This design comes from an exercise in tuning for small area on the open sky130 flow, not from production work. No activity file was given, so power comes from the tool's default toggle rates.

oak:
// conv3x3_engine
module conv3x3_engine (
    input  wire        clk,
    input  wire        rst_n,
    input  wire [15:0] pixel_in,
    input  wire        valid_in,
    input  wire [63:0] wr_data,
    input  wire        wr_en,
    input  wire [9:0]  wr_addr,
    input  wire [9:0]  rd_addr,
    input  wire signed [47:0] bias,
    output wire signed [15:0] pixel_out,
    output reg         valid_out
);
For scale: roughly 370 flip-flops, ~170 I/O pins, ~68000 sq um of cells after synthesis.
Settings: LEC_CHECK=0, CAP_MARGIN=20, CORE_MARGIN=2, CORE_UTILIZATION=40, SLEW_MARGIN=20, SYNTH_HIERARCHICAL=1, SYNTH_MINIMUM_KEEP_SIZE=0; clock period 10.0 ns.
run.sh (not shown) runs the stock make flow with config.mk's settings and CLKGATE_MAP_FILE= SYNTH_SCRIPT=/design/flow/synth_recipe.tcl, a recipe that flattens the netlist after the stock synthesis.
Setup changes, oak to pine
diff --git a/flow/design.v b/flow/design.v
--- a/flow/design.v
+++ b/flow/design.v
@@ -4301,31 +4301,39 @@
     csa_fa u_s2715 (.a(s2575), .b(c2646), .c(s2647), .s(s2715), .co(c2716));
     wire s2717, c2718;
     csa_fa u_s2717 (.a(c2576), .b(s2649), .c(c2648), .s(s2717), .co(c2718));
     wire s2719, c2720;
     csa_fa u_s2719 (.a(c2580), .b(s2651), .c(c2650), .s(s2719), .co(c2720));
     wire s2721, c2722;
     csa_fa u_s2721 (.a(s2653), .b(c2584), .c(c2652), .s(s2721), .co(c2722));
     wire s2723, c2724;
     csa_fa u_s2723 (.a(bias[34]), .b(c2586), .c(c2654), .s(s2723), .co(c2724));
-    wire [36:0] ra = {1'b1, c2724, c2722, c2720, c2718, c2716, c2714, c2712, c2710, c2708, c2706, c2704, c2702, c2700, c2698, c2696, c2694, c2692, c2690, c2688, c2686, c2684, c2682, c2680, c2678, c2676, c2674, c2672, c2670, c2668, c2666, c2664, c2662, c2660, c2658, c2656, s2655};
-    wire [36:0] rb = {1'b0, 1'b1, s2723, s2721, s2719, s2717, s2715, s2713, s2711, s2709, s2707, s2705, s2703, s2701, s2699, s2697, s2695, s2693, s2691, s2689, s2687, s2685, s2683, s2681, s2679, s2677, s2675, s2673, s2671, s2669, s2667, s2665, s2663, s2661, s2659, s2657, s2455};
+    wire [36:0] ra_d = {1'b1, c2724, c2722, c2720, c2718, c2716, c2714, c2712, c2710, c2708, c2706, c2704, c2702, c2700, c2698, c2696, c2694, c2692, c2690, c2688, c2686, c2684, c2682, c2680, c2678, c2676, c2674, c2672, c2670, c2668, c2666, c2664, c2662, c2660, c2658, c2656, s2655};
+    wire [36:0] rb_d = {1'b0, 1'b1, s2723, s2721, s2719, s2717, s2715, s2713, s2711, s2709, s2707, s2705, s2703, s2701, s2699, s2697, s2695, s2693, s2691, s2689, s2687, s2685, s2683, s2681, s2679, s2677, s2675, s2673, s2671, s2669, s2667, s2665, s2663, s2661, s2659, s2657, s2455};
+    reg  [36:0] ra, rb;
+    always @(posedge clk) begin ra <= ra_d; rb <= rb_d; end
     wire [36:0] V = ra + rb;
     wire [12:0] bh = bias[47:35];
     wire bh_z  = (bh == 13'd0);
     wire bh_m1 = (bh == 13'h1fff);
     wire bh_p1 = (bh == 13'd1);
     wire bh_c1 = (bh[11:0] == 12'hfff);    
     wire bh_b1 = (bh[11:0] == 12'h000);    
     wire dz = ~V[36] & ~V[35];
     wire dp = ~V[36] &  V[35];
     wire neg = dz ? bh[12] : dp ? (bh[12] ^ bh_c1) : (bh[12] ^ bh_b1);
     wire zhi = dz ? bh_z   : dp ? bh_m1 : bh_p1;
     wire big = ~zhi | (|V[34:19]) | (V[18] & V[17] & (|V[16:8]));
     wire [10:0] res = neg ? 11'd0 : (big ? 11'd1536 : V[18:8]);
     reg [10:0] q;
     always @(posedge clk) q <= res;
     assign pixel_out = {5'd0, q};
+    reg v1;
     always @(posedge clk or negedge rst_n)
-        if (!rst_n) valid_out <= 1'b0;
-        else        valid_out <= valid_in && cnt >= 4'd12;
+        if (!rst_n) begin
+            v1 <= 1'b0;
+            valid_out <= 1'b0;
+        end else begin
+            v1 <= valid_in && cnt >= 4'd12;
+            valid_out <= v1;
+        end
 endmodule
Findings:
Area growth from synthesis to layout (lower): pine
Side by side, reported net switching power turned out lower in pine than in oak.
In pine the length of the first detailed-routing pass in iterations turned out 2 higher than in oak.
In pine the post-layout instance area turned out 8.2% lower than in oak.
Looking at number of buffers created by CTS across pine and oak, the one that comes out lower is oak.
Number of antenna violations at the first check in global routing (higher): oak
Compared to oak, pine has number of gates given a new drive strength after cts 13 lower.
Measured against pine, the layout clock buffer count of oak comes out at 0.848 times the reference value.
Looking at share of cells above drive strength 1, pine sits 14 points below oak.
On register-to-register setup slack: between pine and oak, it ends up higher for pine.
Compared with oak, pine is the less power-hungry design.
No run of this note included a check of the RTL's function; only the layout flow was run.

-- static timing again, ports no longer ideal --
The flow's constraints put no driver on any port. The routed layouts listed below were extracted and timed again, unchanged, in two steps.
Step 1: set_driving_cell puts a clkbuf_16 on clk and a buf_2 on each other input, an assumption about the parent block.
Step 2 also shifts input and output timing later by t, the mid clock arrival at the registers, as if the neighbouring blocks saw the same clock.
a / b / c = ideal / step 1 / step 2; a / b = the first two.
run	shift t [ns]	setup WS [ns]	worst slew at a driven data input, ns
oak	0.790	0.168 / 0.168 / -0.303	0.06
pine	0.808	1.709 / 1.709 / 1.709	0.09
Met with ideal ports but missed after step 2: setup timing in oak. For oak, which loses most, drivers alone change the setup slack by 0.000 ns; drivers and shift together by -0.471 ns.
